This is an optimization exercise on Yosys and OpenROAD, whose aim is small area, not a production implementation.
Where RTL was checked, it was by simulation tests only, not by an equivalence proof against the original.
Power figures rest on the tool's default switching activity, not on a simulated workload.

Design anti_theft_fsm, start of the top module:
module anti_theft_fsm(input clk, input [4:0]btn, input [3:0]time_value,
input [1:0]time_parameter_selector, input ignition, input reset, output [1:0]led, output power, output [6:0]seg, output [3:0]an);
Size: about 430 cells after synthesis, ~130 flip-flops, roughly 28 I/O pins, roughly 4500 um^2 of cells after synthesis.
Settings: LEC_CHECK=0, CAP_MARGIN=20, CORE_MARGIN=2, CORE_UTILIZATION=40, SLEW_MARGIN=20; clock period 10.0 ns.
run.sh (not shown) runs the stock make flow with config.mk's settings and CLKGATE_MAP_FILE= SYNTH_SCRIPT=/design/flow/synth_recipe.tcl, a recipe that flattens the netlist after the stock synthesis.
The baseline finished clean.
Then changed:
--- a/flow/config.mk
+++ b/flow/config.mk
@@ -10 +10,4 @@
-export CORE_UTILIZATION = 40
+export CORE_UTILIZATION = 70
+export CTS_BUF_LIST = sky130_fd_sc_hd__clkbuf_4
+export CTS_CLUSTER_DIAMETER = 100
+export CTS_CLUSTER_SIZE = 40
Result: Final cell count drops by 10%. Total power came out lower by about 16%. Sequential power is about the same. Setup slack gets worse by 0.085 ns. Wire length shrinks by 1.0%. Die area goes down by 42%. Final area is lower by about 6%. Global-route usage rose by 8.3 points.
No functional check of the RTL was part of any run of this note.

---

Another version of the RTL of anti_theft_fsm (not shown whole).
Size in the first run: about 0.0045 mm² of cells after synthesis.
export LEC_CHECK = 0
export CAP_MARGIN = 20
export CORE_MARGIN = 2
export CORE_UTILIZATION = 70
export CTS_BUF_LIST = sky130_fd_sc_hd__clkbuf_4
export SLEW_MARGIN = 20
create_clock -name core_clock -period 10.0 [get_ports {clk}]
Next try:
==> flow/flow/run.sh (new file) <==
#!/bin/bash
# Standard ORFS layout with two changes: the clock tree is built without
# dummy balancing loads from small clock buffers, and the port buffers are
# the smallest buffer. Each tool's output goes to the ORFS logs under orfs/.
set -euo pipefail
export CTS_ARGS="-sink_clustering_enable -repair_clock_nets -dont_use_dummy_load -buf_list sky130_fd_sc_hd__clkbuf_4"
export BUFFER_PORTS_ARGS="-buffer_cell sky130_fd_sc_hd__buf_1"
bash standard.sh > flow_make.log 2>&1
==> flow/standard.sh (new file) <==
#!/bin/bash
# synth_recipe.tcl (not shown) runs the flow's synth.tcl, then flattens the netlist and writes it again
# the make line also repeats each setting of config.mk as NAME=value (left out here)
make -C /OpenROAD-flow-scripts/flow DESIGN_CONFIG=/design/flow/config.mk WORK_HOME=/design/flow/orfs CLKGATE_MAP_FILE= SYNTH_SCRIPT=/design/flow/synth_recipe.tcl "${@:-finish}"
--- a/flow/config.mk
+++ b/flow/config.mk
@@ -11 +10,0 @@
-export CTS_BUF_LIST = sky130_fd_sc_hd__clkbuf_4
removed: flow/run.sh
Result: The changed run finished with timing, DRC and antenna clean; cell count came out lower by about 3%; die area is unchanged; power came out lower by about 11%; clock skew came out higher by 0.019 ns; count of clock-buffer cells in the layout came out lower by 1; maximum frequency came out higher by 7.2%; wire length came out lower by 4.7%; worst setup slack gains 0.34 ns.
Next try:
==> flow/flow/run.sh (replaced) <==
#!/bin/bash
# The standard layout (standard.sh) with three changes:
# - synthesis maps logic with an area-oriented ABC script (flow/synth.tcl);
# - port buffers use the smallest buffer;
# - the clock tree uses small clock buffers and no dummy balancing loads.
# make's output goes to flow_make.log; each tool's log is under orfs/logs/.
set -euo pipefail
HERE=$(pwd)
export CTS_ARGS="-sink_clustering_enable -repair_clock_nets -dont_use_dummy_load -buf_list sky130_fd_sc_hd__clkbuf_4"
export BUFFER_PORTS_ARGS="-buffer_cell sky130_fd_sc_hd__buf_1"
sed "s|SYNTH_SCRIPT=[^ ]*|SYNTH_SCRIPT=$HERE/flow/synth.tcl|" standard.sh > own_standard.sh
grep -q "SYNTH_SCRIPT=$HERE/flow/synth.tcl" own_standard.sh
bash own_standard.sh > flow_make.log 2>&1
==> flow/flow/area.abc (new file) <==
strash
&get -n
&st
&syn2
&dch -f
&nf -R 1000
&put
==> flow/flow/synth.tcl (new file) <==
# synth_recipe.tcl with one change: the technology-mapping ABC call uses an
# area-oriented script (flow/area.abc) instead of ORFS's speed script. The
# flip-flops are mapped before ABC runs, so the registers are unchanged.
set ::my_abc_script [file join [file dirname [file normalize [info script]]] area.abc]
proc synth {args} { yosys synth -nofsm -noshare {*}$args }
proc abc {args} {
  set i [lsearch -exact $args -script]
  if { $i >= 0 } { set args [lreplace $args [expr {$i + 1}] [expr {$i + 1}] $::my_abc_script] }
  yosys abc {*}$args
}
source $::env(SCRIPTS_DIR)/synth.tcl
# left out here: clear keep_hierarchy, flatten, clean up, hide names made inside functions, write 1_2_yosys.v
After rerunning: Die area decreases by 3.3%; clock power barely changes; final area goes down by 2.2%.

---

Setup of the previous run:
anti_theft_fsm, a different RTL version from the one above (not shown whole).
Size in the first run: ~370 cells after synthesis, roughly 130 flip-flops, roughly 28 I/O pins.
Settings: LEC_CHECK=0, CAP_MARGIN=20, CORE_MARGIN=2, CORE_UTILIZATION=80, SLEW_MARGIN=20; clock period 10.0 ns.
standard.sh (not shown) runs the stock make flow with config.mk's settings and CLKGATE_MAP_FILE= SYNTH_SCRIPT=/design/flow/synth_recipe.tcl, a recipe that flattens the netlist after the stock synthesis.
==> flow/flow/run.sh <==
#!/bin/bash
# The standard layout (standard.sh) with three changes:
# - synthesis maps logic with an area-oriented ABC script (flow/synth.tcl);
# - port buffers use the smallest buffer;
# - the clock tree uses small clock buffers and no dummy balancing loads.
# make's output goes to flow_make.log; each tool's log is under orfs/logs/.
set -euo pipefail
HERE=$(pwd)
export CTS_ARGS="-sink_clustering_enable -repair_clock_nets -dont_use_dummy_load -buf_list sky130_fd_sc_hd__clkbuf_4"
export BUFFER_PORTS_ARGS="-buffer_cell sky130_fd_sc_hd__buf_1"
sed "s|SYNTH_SCRIPT=[^ ]*|SYNTH_SCRIPT=$HERE/flow/synth.tcl|" standard.sh > own_standard.sh
grep -q "SYNTH_SCRIPT=$HERE/flow/synth.tcl" own_standard.sh
bash own_standard.sh > flow_make.log 2>&1
==> flow/flow/area.abc <==
strash
dch -f
amap
==> flow/flow/synth.tcl <==
# synth_recipe.tcl with one change: the technology-mapping ABC call uses an
# area-oriented script (flow/area.abc) instead of ORFS's speed script. The
# flip-flops are mapped before ABC runs, so the registers are unchanged.
set ::my_abc_script [file join [file dirname [file normalize [info script]]] area.abc]
proc synth {args} { yosys synth -nofsm -noshare {*}$args }
proc abc {args} {
  set i [lsearch -exact $args -script]
  if { $i >= 0 } { set args [lreplace $args [expr {$i + 1}] [expr {$i + 1}] $::my_abc_script] }
  yosys abc {*}$args
}
source $::env(SCRIPTS_DIR)/synth.tcl
# left out here: clear keep_hierarchy, flatten, clean up, hide names made inside functions, write 1_2_yosys.v
The inputs of the current run differ from those of the previous run as listed below.
==> flow/flow/area.abc <==
strash
&get -n
&dch -f
&nf -R 1000
&put
==> run summary <==
Per the final summary, the current run finished and its layout is clean on timing, DRC and antenna. Count of buffers not belonging to the clock network in the layout delta for the current run relative to the previous run: 4.0% higher. The number of ordinary inverters in the final layout number comes out higher for the previous run vs the current run. First-pass GRT wire length, the current run vs the previous run: up by a few percent. Total power: the current run above the previous run. Looking at the previous run and the current run, the proportion of cell area spent on the clock network is a wash. Comparing the previous run with the current run, the clock slew seen by the registers of the worst setup and hold paths came out essentially unchanged.

---

old:
Another version of the RTL of anti_theft_fsm (not shown whole).
For scale: ~350 cells after synthesis, ~130 flip-flops, about 28 I/O pins, ~4000 µm² of cells after synthesis.
==> flow/config.mk <==
export PLATFORM = sky130hd
export DESIGN_NAME = anti_theft_fsm
export DESIGN_NICKNAME = anti_theft_fsm
export VERILOG_FILES = /design/flow/design.v
export SDC_FILE = /design/flow/constraint.sdc
export NUM_CORES = 4
export LEC_CHECK = 0
export CAP_MARGIN = 20
export CORE_MARGIN = 2
export CORE_UTILIZATION = 70
export SLEW_MARGIN = 20
==> flow/constraint.sdc <==
create_clock -name core_clock -period 10.0 [get_ports {clk}]
set_input_delay 2.0000 -clock core_clock [delete_from_list [all_inputs] [get_ports {clk}]]
set_output_delay 2.0000 -clock core_clock [all_outputs]
set_load 0.01 [all_outputs]
==> flow/flow/area.abc <==
strash
&get -n
&dch -f
&nf -R 1000
&put
Scripts as last shown in full above: flow/flow/run.sh, flow/flow/synth.tcl
Setup changes, old to new
# old
export LEC_CHECK = 0
export CAP_MARGIN = 20
export CORE_MARGIN = 2
export CORE_UTILIZATION = 70
export SLEW_MARGIN = 20
create_clock -name core_clock -period 10.0 [get_ports {clk}]
# new
export LEC_CHECK = 0
export CAP_MARGIN = 20
export CORE_MARGIN = 2
export CORE_UTILIZATION = 80
export SLEW_MARGIN = 20
create_clock -name core_clock -period 10.0 [get_ports {clk}]
Relative to old, the post-placement worst setup slack of new is lower by 29 ps. The lower wire length of new and old is in old. Taking new over old, the first-pass GRT wire length ratio works out to 1.09. new -> old: total stage count of the critical path delta 0, exact match. In the flow results for new and old, the tightest hold margin is smaller on old. Worst-case setup margin in the final layout on new is behind old. Against old as the reference, new delivers a higher arrival time of the worst setup path. Of new and old, the higher total power after layout belongs to new. Of new and old, it is new that has the lower clock slew at the register clock pins of the worst setup and hold paths. Compared with old, in new net switching power higher, power per cell area increased about 1%.

port drivers added, routing unchanged:
The results above use ideal ports. As a check the final layouts listed here were re-extracted and re-timed, cells and wires unchanged. Step 1, drivers: a clkbuf_16 drives clk and a buf_2 each remaining input, both assumed. Step 2 also shifts input and output timing later by t, the mid clock arrival at the registers, as if the neighbouring blocks saw the same clock. Slacks: ideal ports / drivers / drivers and shift; pairs: ideal ports / drivers.
run	t (ns)	setup slack, ns	hold WS [ns]
the first run of note 1	0.432	5.170 / 5.135 / 5.567	0.326 / 0.326 / 0.326
the second run of note 1	0.516	5.085 / 5.055 / 5.571	0.341 / 0.341 / 0.341
the first run of note 2	0.522	5.001 / 4.972 / 5.495	0.340 / 0.340 / 0.340
the second run of note 2	0.498	5.337 / 5.309 / 5.807	0.327 / 0.327 / 0.327
the third run of note 2	0.508	5.259 / 5.229 / 5.737	0.335 / 0.335 / 0.335
the previous run	0.510	5.236 / 5.206 / 5.714	0.322 / 0.322 / 0.322
the current run	0.506	4.986 / 4.958 / 5.465	0.327 / 0.327 / 0.327
old	0.508	5.078 / 5.049 / 5.556	0.315 / 0.315 / 0.315
new	0.518	5.026 / 4.998 / 5.515	0.320 / 0.320 / 0.320
After both steps every run listed still meets setup and hold.
